This design comes from an exercise in tuning for small area on the open sky130 flow, not from production work.
Only simulation tests tie the RTL to the original design; equivalence was not proved.
The clock port is modelled as an ideal driver, which makes a skipped or thinned clock tree look cheaper than it is; a real chip needs a root buffer or a tree.
Power and IR drop assume default switching activity.

Design Top_module, start of the top module:
module Top_module(
    input clk,
    input reset,
    input rx,
    output tx,
    output [7:0] command,
    output data
);
For scale: about 180 cells after synthesis, about 13 I/O pins.
export LEC_CHECK = 0
export CAP_MARGIN = 20
export CORE_MARGIN = 2
export CORE_UTILIZATION = 40
export SLEW_MARGIN = 20
export SYNTH_HIERARCHICAL = 1
create_clock -name core_clock -period 10.0 [get_ports {clk}]
standard.sh (not shown) runs the stock make flow with config.mk's settings and CLKGATE_MAP_FILE= SYNTH_SCRIPT=/design/flow/synth_recipe.tcl, a recipe that flattens the netlist after the stock synthesis.
==> flow/flow/run.sh <==
#!/bin/bash
# Own layout flow: the standard flow, except that synthesis re-maps the
# logic with an area-oriented ABC script and without Yosys's adder
# extraction, the ports are buffered with the smallest buffer, and clock tree
# synthesis adds no dummy loads.
# The registers must come out exactly as in the standard synthesis; if
# they do not, the standard synthesis netlist is used instead.
set -euo pipefail
W=$PWD
R=orfs/results/$FLOW_PLATFORM/Top_module/base

# 1. the standard synthesis, for reference
bash standard.sh synth > 1_standard_synth.log 2>&1
cp "$R/1_2_yosys.v" standard_netlist.v

# 2. our synthesis, in a work folder of its own
make -C "$FLOW_HOME" DESIGN_CONFIG="$W/config.mk" WORK_HOME="$W/own" \
  CLKGATE_MAP_FILE= SYNTH_SCRIPT="$W/flow/own_synth.tcl" synth \
  > 2_own_synth.log 2>&1 || true
OWN=own/results/$FLOW_PLATFORM/Top_module/base/1_2_yosys.v
NET=standard_netlist.v
if [[ -f $OWN ]] && python3 flow/regs.py standard_netlist.v "$OWN" > 3_register_check.log 2>&1; then
  cp "$OWN" own_netlist.v
  NET=own_netlist.v
fi
echo "netlist used: $NET" >> 3_register_check.log

# 3. the rest of the standard flow on that netlist
rm -rf orfs
bash standard.sh SYNTH_NETLIST_FILES="$W/$NET" \
  BUFFER_PORTS_ARGS="-buffer_cell sky130_fd_sc_hd__buf_1" \
  CTS_ARGS="-sink_clustering_enable -repair_clock_nets -dont_use_dummy_load" \
  finish > 4_layout.log 2>&1
Other scripts of this flow, unchanged in this note and not shown: flow/flow/area.abc, flow/flow/own_synth.tcl, flow/flow/regs.py
Edit:
- CORE_UTILIZATION: 40 -> 78
- GPL_TIMING_DRIVEN: not set -> 0
- PLACE_DENSITY: not set -> 0.9
Result:
- The changed run finished clean
- final area falls by about 3.3%
- worst setup slack gains 0.078 ns
- clock skew rises by 0.0075 ns
- non-clock buffer count falls by 1
- sequential power is about the same
- core utilization rises by 44 points
- total power falls by 6.9%
- synthesized area is unchanged
- clock-buffer cell count does not change
- maximum frequency rises by about 2.3%
- wire length rises by about 17%

* * *

Top_module again, from the RTL that the note above started with.
export LEC_CHECK = 0
export CAP_MARGIN = 0
export CORE_MARGIN = 2
export CORE_UTILIZATION = 70
export PLACE_DENSITY = 0.85
export SLEW_MARGIN = 0
export SYNTH_HIERARCHICAL = 1
create_clock -name core_clock -period 10.0 [get_ports {clk}]
==> flow/flow/area.abc <==
strash
dch -f
amap -m
==> flow/flow/own_synth.tcl <==
proc synth {args} { yosys synth -nofsm -noshare {*}$args }
set ::env(ADDER_MAP_FILE) ""
set my_abc_script [file join [file dirname [file normalize [info script]]] area.abc]
proc abc {args} {
  global my_abc_script
  set out {}
  set skip 0
  foreach a $args {
    if {$skip} { set skip 0; continue }
    if {$a eq "-script"} { set skip 1; continue }
    lappend out $a
  }
  yosys abc -script $my_abc_script {*}$out
}
source $::env(SCRIPTS_DIR)/synth.tcl
# left out here: clear keep_hierarchy, flatten, clean up, hide names made inside functions, write 1_2_yosys.v
==> flow/flow/regs.py <==
"""Compare the registers (flip-flop instances: name and cell type without
drive strength) of two gate-level netlists. Exit 0 when they are the same."""
import re
import sys


def regs(path):
    text = open(path).read()
    out = {}
    for m in re.finditer(r'\b(sky130_fd_sc_hd__(\w+?)_\d+)\s+(\\\S+|\w+)\s*\(', text):
        base = m.group(2)
        if re.match(r'(s?e?df|dl)', base):
            out[m.group(3)] = base
    return out


a = regs(sys.argv[1])
b = regs(sys.argv[2])
print(f"registers: {len(a)} in {sys.argv[1]}, {len(b)} in {sys.argv[2]}")
diff = [k for k in sorted(set(a) | set(b)) if a.get(k) != b.get(k)]
for k in diff:
    print(f"differs: {k} {a.get(k)} {b.get(k)}")
print("same" if not diff and a else "DIFFERENT")
sys.exit(0 if not diff and a else 1)
Scripts as last shown in full above: flow/flow/run.sh
The starting point completed with no timing, DRC or antenna violations.
Change:
--- a/flow/config.mk
+++ b/flow/config.mk
@@ -7,7 +7,7 @@
 export LEC_CHECK = 0
-export CAP_MARGIN = 0
+export CAP_MARGIN = 20
 export CORE_MARGIN = 2
-export CORE_UTILIZATION = 70
-export PLACE_DENSITY = 0.85
-export SLEW_MARGIN = 0
+export CORE_UTILIZATION = 85
+export PLACE_DENSITY = 0.92
+export SLEW_MARGIN = 20
 export SYNTH_HIERARCHICAL = 1
Outcome: With this change the flow ended with an error in global placement without I/O (3_1_place_gp_skip_io); synthesized area is unchanged; synthesized cell count stays the same.
Change:
--- a/flow/config.mk
+++ b/flow/config.mk
@@ -9,4 +9,5 @@
 export CORE_MARGIN = 2
-export CORE_UTILIZATION = 85
-export PLACE_DENSITY = 0.92
+export CORE_UTILIZATION = 70
+export GPL_TIMING_DRIVEN = 0
+export PLACE_DENSITY = 0.85
 export SLEW_MARGIN = 20
After rerunning: This time the run finished clean; synthesized cell count stays the same; synthesized area stays the same.

* * *

The RTL this note starts from:
==> flow/design.v <==
`timescale 1ns / 1ps
module Top_module(
    input clk,
    input reset,
    input rx,
    output tx,
    output [7:0] command,
    output data
);
    wire tick;
    wire [7:0] hold;
    baud_tick_gen U_BAUD (
        .clk(clk), .rst(reset), .baud_tick(tick)
    );
    uart_rx U_RX (
        .clk(clk), .rst(reset), .tick(tick), .rx(rx),
        .rx_done(data), .rx_data(command)
    );
    data_save U_HOLD (
        .clk(clk), .ld(data), .data_in(command), .data_out(hold)
    );
    uart_tx U_TX (
        .clk(clk), .rst(reset), .tick(tick), .byte_done(data),
        .data_in(hold), .o_tx(tx)
    );
endmodule
module data_save(
    input clk,
    input ld,
    input [7:0] data_in,
    output reg [7:0] data_out
);
    always @(posedge clk)
        if (ld) data_out <= data_in;
endmodule
`timescale 1ns / 1ps
`timescale 1ns / 1ps
module baud_tick_gen (
    input  clk,
    input  rst,
    output baud_tick
);
    reg [1:0] a;    
    reg [2:0] b;    
    reg [4:0] c;    
    always @(posedge clk) begin
        if (rst) begin
            a <= 2'b00;
            b <= 3'b100;
            c <= 5'b10000;
        end else begin
            a <= {~(a[1] & a[0]), a[1]};
            b <= {b[1:0], b[2] ^ b[1]};
            c <= {c[3:0], c[4] ^ c[2]};
        end
    end
    assign baud_tick = (a == 2'b01) & (b[1:0] == 2'b00) & (c[3:0] == 4'b0000);
endmodule
module uart_rx (
    input clk,
    input rst,
    input tick,
    input rx,
    output reg rx_done,
    output reg [7:0] rx_data
);
    reg [3:0] h, l;
    wire h9 = h[3] & h[0];                  
    wire idle = h9 & ~h[1] & l[3];
    wire fin = tick & h9 & ~l[3] & l[2] & l[1] & l[0];
    wire c = tick & (&l);
    wire st = idle & ~rx;
    wire en = tick & ~idle;
    always @(posedge clk, posedge rst)
        if (rst) rx_done <= 1'b0;
        else rx_done <= fin;
    always @(posedge clk) begin
        if (rst) begin
            h <= 4'd9;
            l <= 4'd8;
        end else begin
            l <= l + {3'd0, en};
            h[0] <= h[0] ^ c;
            h[1] <= (h[1] ^ (c & h[0])) | st;
            h[2] <= (h[2] ^ (c & h[0] & h[1])) | st;
            h[3] <= h[3] ^ (c & h[0] & h[1] & h[2]);
        end
    end
    genvar i;
    generate
        for (i = 0; i < 8; i = i + 1) begin : g_bit
            always @(posedge clk, posedge rst)
                if (rst) rx_data[i] <= 1'b0;
                else if (c & ~h[3] & (h[2:0] == i)) rx_data[i] <= rx;
        end
    endgenerate
endmodule
module uart_tx (
    input clk,
    input rst,
    input tick,
    input byte_done,
    input [7:0] data_in,
    output reg o_tx
);
    reg [3:0] h, l;
    reg pend;
    wire idle = h[3] & h[0] & ~h[2];
    wire c = tick & (&l);
    wire go = idle & tick & pend;
    wire en = tick & ~idle;
    always @(posedge clk, posedge rst)
        if (rst) o_tx <= 1'b1;
        else if (~h[3]) begin
            if (tick) o_tx <= data_in[h[2:0]];
        end else if (h[2]) o_tx <= 1'b0;
        else if (~h[0]) o_tx <= 1'b1;
    always @(posedge clk) begin
        if (rst) begin
            h <= 4'd9;
            l <= 4'd0;
            pend <= 1'b0;
        end else begin
            pend <= byte_done | (pend & ~(idle & tick));
            l <= l + {3'd0, en};
            h[0] <= h[0] ^ c;
            h[1] <= (h[1] ^ (c & h[0])) | go;
            h[2] <= (h[2] ^ (c & h[0] & h[1])) | go;
            h[3] <= h[3] ^ (c & h[0] & h[1] & h[2]);
        end
    end
endmodule
clock: 10.0 ns
lec_check: 0
cap_margin: 20
core_area: 2.3 2.72 59.8 59.84
die_area: 0 0 62.1 62.56
slew_margin: 20
synth_hierarchical: 1
==> flow/flow/run.sh <==
#!/bin/bash
# Own layout flow: the standard flow, except that
# - synthesis re-maps the logic with area-oriented ABC scripts and without
#   Yosys's adder extraction (a few recipes; the smallest netlist whose
#   registers are exactly those of the standard synthesis is kept, else
#   the standard synthesis netlist is used),
# - the ports are buffered with the smallest buffer,
# - clock tree synthesis adds no dummy loads, and the clock port drives the
#   leaf clock buffers directly.
set -euo pipefail
W=$PWD
R=orfs/results/$FLOW_PLATFORM/Top_module/base

# 1. the standard synthesis, for reference
bash standard.sh synth > 1_standard_synth.log 2>&1
cp "$R/1_2_yosys.v" standard_netlist.v

# 2. our synthesis recipes, each in a work folder of its own
NET=standard_netlist.v
best=""
: > 3_register_check.log
i=0
for recipe in "1 amap" "0 amap" "1 mapa" "0 mapa"; do
  set -- $recipe
  i=$((i + 1))
  OWN_ABC_SCRIPT="$W/flow/$2.abc" make -C "$FLOW_HOME" DESIGN_CONFIG="$W/config.mk" \
    WORK_HOME="$W/own$i" CLKGATE_MAP_FILE= SYNTH_HIERARCHICAL=$1 \
    SYNTH_SCRIPT="$W/flow/own_synth.tcl" synth > "2_own_synth_$i.log" 2>&1 || continue
  OWN=own$i/results/$FLOW_PLATFORM/Top_module/base/1_2_yosys.v
  STAT=own$i/reports/$FLOW_PLATFORM/Top_module/base/synth_stat.txt
  [[ -f $OWN && -f $STAT ]] || continue
  area=$(grep "Chip area" "$STAT" | tail -1 | awk '{print $NF}')
  echo "recipe $i (hierarchical $1, $2): area $area" >> 3_register_check.log
  if python3 flow/regs.py standard_netlist.v "$OWN" >> 3_register_check.log 2>&1; then
    if [[ -z $best ]] || python3 -c "import sys; sys.exit(0 if float('$area') < float('$best') else 1)"; then
      best=$area
      cp "$OWN" own_netlist.v
      NET=own_netlist.v
    fi
  fi
done
echo "netlist used: $NET (area $best)" >> 3_register_check.log

# 3. the rest of the standard flow on that netlist
rm -rf orfs
bash standard.sh SYNTH_NETLIST_FILES="$W/$NET" \
  BUFFER_PORTS_ARGS="-buffer_cell sky130_fd_sc_hd__buf_1" \
  CTS_ARGS="-sink_clustering_enable -repair_clock_nets -dont_use_dummy_load" \
  POST_CTS_TCL="$W/flow/post_cts.tcl" \
  finish > 4_layout.log 2>&1
==> flow/flow/post_cts.tcl <==
# Run by ORFS's CTS step (POST_CTS_TCL), after the clock tree is built.
set SLEW_TARGET 0.115
set block [ord::get_db_block]
set clk_net [$block findNet clk]
set root ""
set nloads 0
foreach it [$clk_net getITerms] {
  incr nloads
  set root [$it getInst]
}
set done 0
if {$nloads == 1 && [string match "sky130_fd_sc_hd__clkbuf_*" [[$root getMaster] getName]]} {
  set out_net [[$root findITerm X] getNet]
  set leaves {}
  set ok 1
  foreach it [$out_net getITerms] {
    if {[$it getInst] == $root} { continue }
    set m [[[$it getInst] getMaster] getName]
    if {![string match "sky130_fd_sc_hd__clkbuf_*" $m] || [[$it getMTerm] getName] != "A"} { set ok 0 }
    lappend leaves $it
  }
  if {$ok && [llength $leaves] >= 1 && [llength $leaves] <= 4 && [llength [$out_net getBTerms]] == 0} {
    foreach it $leaves { $it disconnect; $it connect $clk_net }
    [$root findITerm A] disconnect
    odb::dbInst_destroy $root
    odb::dbNet_destroy $out_net
    set done 1
  }
}
puts "post_cts: root clock buffer removed: $done"
if {$done} { detailed_placement }

proc leaf_slew {inst} {
  set net [[$inst findITerm X] getNet]
  set mx 0
  foreach it [$net getITerms] {
    if {[$it getInst] == $inst} { continue }
    set pin [get_pins [[$it getInst] getName]/[[$it getMTerm] getName]]
    set s [get_property $pin slew_max]
    if {$s > $mx} { set mx $s }
  }
  return $mx
}
set sizes {sky130_fd_sc_hd__clkbuf_1 sky130_fd_sc_hd__clkbuf_2 sky130_fd_sc_hd__clkbuf_4 sky130_fd_sc_hd__clkbuf_8 sky130_fd_sc_hd__clkbuf_16}
for {set pass 0} {$pass < 4} {incr pass} {
  estimate_parasitics -placement
  set changed 0
  foreach it [$clk_net getITerms] {
    set inst [$it getInst]
    set m [[$inst getMaster] getName]
    set k [lsearch $sizes $m]
    if {$k < 0 || $k == [expr {[llength $sizes] - 1}]} { continue }
    set s [leaf_slew $inst]
    if {$s > $SLEW_TARGET} {
      set new [lindex $sizes [expr {$k + 1}]]
      puts "post_cts: [$inst getName] $m -> $new (clock slew [format %.1f [expr {$s * 1e3}]] ps)"
      replace_cell [$inst getName] $new
      set changed 1
    }
  }
  if {!$changed} { break }
  detailed_placement
}
check_placement -verbose
estimate_parasitics -placement
report_worst_slack -max
report_worst_slack -min
Scripts as last shown in full above: flow/flow/regs.py
Other scripts of this flow, unchanged in this note and not shown: flow/flow/amap.abc, flow/flow/mapa.abc, flow/flow/own_synth.tcl
The first run completed with no timing, DRC or antenna violations.
==> next run, changes <==
PLACE_DENSITY = 0.85   (was default)
Effect: Clock-buffer cell count does not change. Die area does not change. Critical path depth shrinks by 3. Worst setup slack improved by 0.67 ns. Total power is lower by 2.0%. Global-route usage shrinks by 1.5 points. Utilization hardly moves.
==> next run, changes <==
PLACE_DENSITY = 0.95   (was 0.85)
Effect:
- die area does not change
- routed wire length went up by about a fifth
- clock skew went up by 0.011 ns
- total power went up by a few percent
==> next run, changes <==
GPL_TIMING_DRIVEN = 0   (was default)
PLACE_DENSITY = default   (was 0.95)
Total power climbs by 1.4%.
Die area stays the same.
Cell area is about the same.
Count of clock-buffer cells in the layout is unchanged.
Area after synthesis is unchanged.
Global-route usage went down by 1.2 points.
Synthesized cell count is unchanged.
Critical path depth went up by 3.
Fmax goes down by 20%.
Routed wire length is lower by 13%.
==> next run, changes <==
==> flow/flow/post_cts.tcl (replaced) <==
set block [ord::get_db_block]
set clk_net [$block findNet clk]
set root ""
set nloads 0
foreach it [$clk_net getITerms] {
  if {[$it isInputSignal] || [$it getIoType] == "INPUT"} {
    incr nloads
    set root [$it getInst]
  }
}
set done 0
if {$nloads == 1 && [string match "sky130_fd_sc_hd__clkbuf_*" [[$root getMaster] getName]]} {
  set out_net [[$root findITerm X] getNet]
  set leaves {}
  set ok 1
  foreach it [$out_net getITerms] {
    if {[$it getInst] == $root} { continue }
    set m [[[$it getInst] getMaster] getName]
    if {![string match "sky130_fd_sc_hd__clkbuf_*" $m] || [$it getMTerm] == "NULL" || [[$it getMTerm] getName] != "A"} { set ok 0 }
    lappend leaves $it
  }
  if {$ok && [llength $leaves] >= 1 && [llength $leaves] <= 4 && [llength [$out_net getBTerms]] == 0} {
    foreach it $leaves { $it disconnect; $it connect $clk_net }
    [$root findITerm A] disconnect
    odb::dbInst_destroy $root
    odb::dbNet_destroy $out_net
    set done 1
  }
}
puts "post_cts: root clock buffer removed: $done"
if {$done} {
  detailed_placement
  check_placement -verbose
  estimate_parasitics -placement
  report_worst_slack -max
  report_worst_slack -min
}
CORE_AREA = default   (was 2.3 2.72 59.8 59.84)
CORE_MARGIN = 2   (was default)
CORE_UTILIZATION = 70   (was default)
DIE_AREA = default   (was 0 0 62.1 62.56)
GPL_TIMING_DRIVEN = default   (was 0)
PLACE_DENSITY = 0.85   (was default)
Effect:
- The changed run produced a clean layout
- area after synthesis stays the same
- first-iteration DRC count went down by 55%
- design area went down by 2.2%
- wire length went up by 6.2%
- hold slack hardly moves
- total power went down by 5.8%
- utilization went up by 24 points
- via count went up by 6.5%
- setup slack improved by 0.058 ns
- synthesized cell count stays the same
- non-clock buffer count went up by 1
==> next run, changes <==
--- a/flow/flow/run.sh
+++ b/flow/flow/run.sh
@@ -22,3 +22,3 @@
 i=0
-for recipe in "1 amap" "0 amap" "1 mapa" "0 mapa"; do
+for recipe in "1 amap" "0 amap" "1 bal" "0 bal" "1 gdch" "0 gdch" "1 mapa" "0 mapa"; do
   set -- $recipe
==> flow/flow/bal.abc (new file) <==
strash
balance
dch -f
amap -m
==> flow/flow/gdch.abc (new file) <==
strash
&get -n
&dch -f
&put
amap -m
--- a/flow/flow/post_cts.tcl
+++ b/flow/flow/post_cts.tcl
@@ -1 +1,3 @@
+# Run by ORFS's CTS step (POST_CTS_TCL), after the clock tree is built.
+set SLEW_TARGET 0.115
 set block [ord::get_db_block]
@@ -5,6 +7,4 @@
 foreach it [$clk_net getITerms] {
-  if {[$it isInputSignal] || [$it getIoType] == "INPUT"} {
-    incr nloads
-    set root [$it getInst]
-  }
+  incr nloads
+  set root [$it getInst]
 }
@@ -18,3 +18,3 @@
     set m [[[$it getInst] getMaster] getName]
-    if {![string match "sky130_fd_sc_hd__clkbuf_*" $m] || [$it getMTerm] == "NULL" || [[$it getMTerm] getName] != "A"} { set ok 0 }
+    if {![string match "sky130_fd_sc_hd__clkbuf_*" $m] || [[$it getMTerm] getName] != "A"} { set ok 0 }
     lappend leaves $it
@@ -30,8 +30,38 @@
 puts "post_cts: root clock buffer removed: $done"
-if {$done} {
+if {$done} { detailed_placement }
+
+proc leaf_slew {inst} {
+  set net [[$inst findITerm X] getNet]
+  set mx 0
+  foreach it [$net getITerms] {
+    if {[$it getInst] == $inst} { continue }
+    set pin [get_pins [[$it getInst] getName]/[[$it getMTerm] getName]]
+    set s [get_property $pin slew_max]
+    if {$s > $mx} { set mx $s }
+  }
+  return $mx
+}
+set sizes {sky130_fd_sc_hd__clkbuf_1 sky130_fd_sc_hd__clkbuf_2 sky130_fd_sc_hd__clkbuf_4 sky130_fd_sc_hd__clkbuf_8 sky130_fd_sc_hd__clkbuf_16}
+for {set pass 0} {$pass < 4} {incr pass} {
+  estimate_parasitics -placement
+  set changed 0
+  foreach it [$clk_net getITerms] {
+    set inst [$it getInst]
+    set m [[$inst getMaster] getName]
+    set k [lsearch $sizes $m]
+    if {$k < 0 || $k == [expr {[llength $sizes] - 1}]} { continue }
+    set s [leaf_slew $inst]
+    if {$s > $SLEW_TARGET} {
+      set new [lindex $sizes [expr {$k + 1}]]
+      puts "post_cts: [$inst getName] $m -> $new (clock slew [format %.1f [expr {$s * 1e3}]] ps)"
+      replace_cell [$inst getName] $new
+      set changed 1
+    }
+  }
+  if {!$changed} { break }
   detailed_placement
-  check_placement -verbose
-  estimate_parasitics -placement
-  report_worst_slack -max
-  report_worst_slack -min
 }
+check_placement -verbose
+estimate_parasitics -placement
+report_worst_slack -max
+report_worst_slack -min
CORE_AREA = 2.3 2.72 59.8 59.84   (was default)
CORE_MARGIN = default   (was 2)
CORE_UTILIZATION = default   (was 70)
DIE_AREA = 0 0 62.1 62.56   (was default)
PLACE_DENSITY = default   (was 0.85)
Global-route usage drops by 8.3 points. Clock skew came out higher by 0.0094 ns. Synthesized area shrinks slightly. Total power increases by a few percent. Utilization shrinks by 25 points. Final cell count increases by a few percent. Register-to-register slack improved by 0.11 ns. Routed wire length went up slightly.

[re-timing with driven ports]
In the flow no input, the clock included, has a driving cell. The finished layouts below were timed again as built, in two steps.
Step 1 sets driving cells, clkbuf_16 on the clock port and buf_2 on the other inputs (assumed; they add their load-dependent delay and slew).
Step 2 times the ports against the registers' clock, not the clock port: input delays grow and output delays shrink by t, the midpoint of the rising clock arrivals with the driver on.
Slacks: no drivers / after step 1 / after step 2; pairs: no drivers / after step 1.
run | t, ns | setup WS [ns] | worst setup path after step 2
the first run of note 1 | 0.306 | 6.527 / 6.526 / 6.219 | input to register
the second run of note 1 | 0.369 | 6.606 / 6.593 / 6.224 | input to register
the first run of note 2 | 0.354 | 6.625 / 6.619 / 6.265 | input to register
the third run of note 2 | 0.363 | 6.615 / 6.610 / 6.247 | input to register
the first run of note 3 | 0.196 | 6.405 / 6.420 / 6.224 | input to register
the second run of note 3 | 0.204 | 7.073 / 7.032 / 6.943 | input to register
the third run of note 3 | 0.201 | 7.106 / 7.055 / 6.946 | input to register
the fourth run of note 3 | 0.190 | 6.394 / 6.415 / 6.225 | input to register
the fifth run of note 3 | 0.208 | 6.452 / 6.468 / 6.260 | input to register
the sixth run of note 3 | 0.197 | 7.040 / 7.032 / 6.862 | input to register
After both steps setup and hold are still met in every run listed. For the second run of note 1, which loses most, drivers alone change the setup slack by -0.013 ns; drivers and shift together by -0.382 ns.
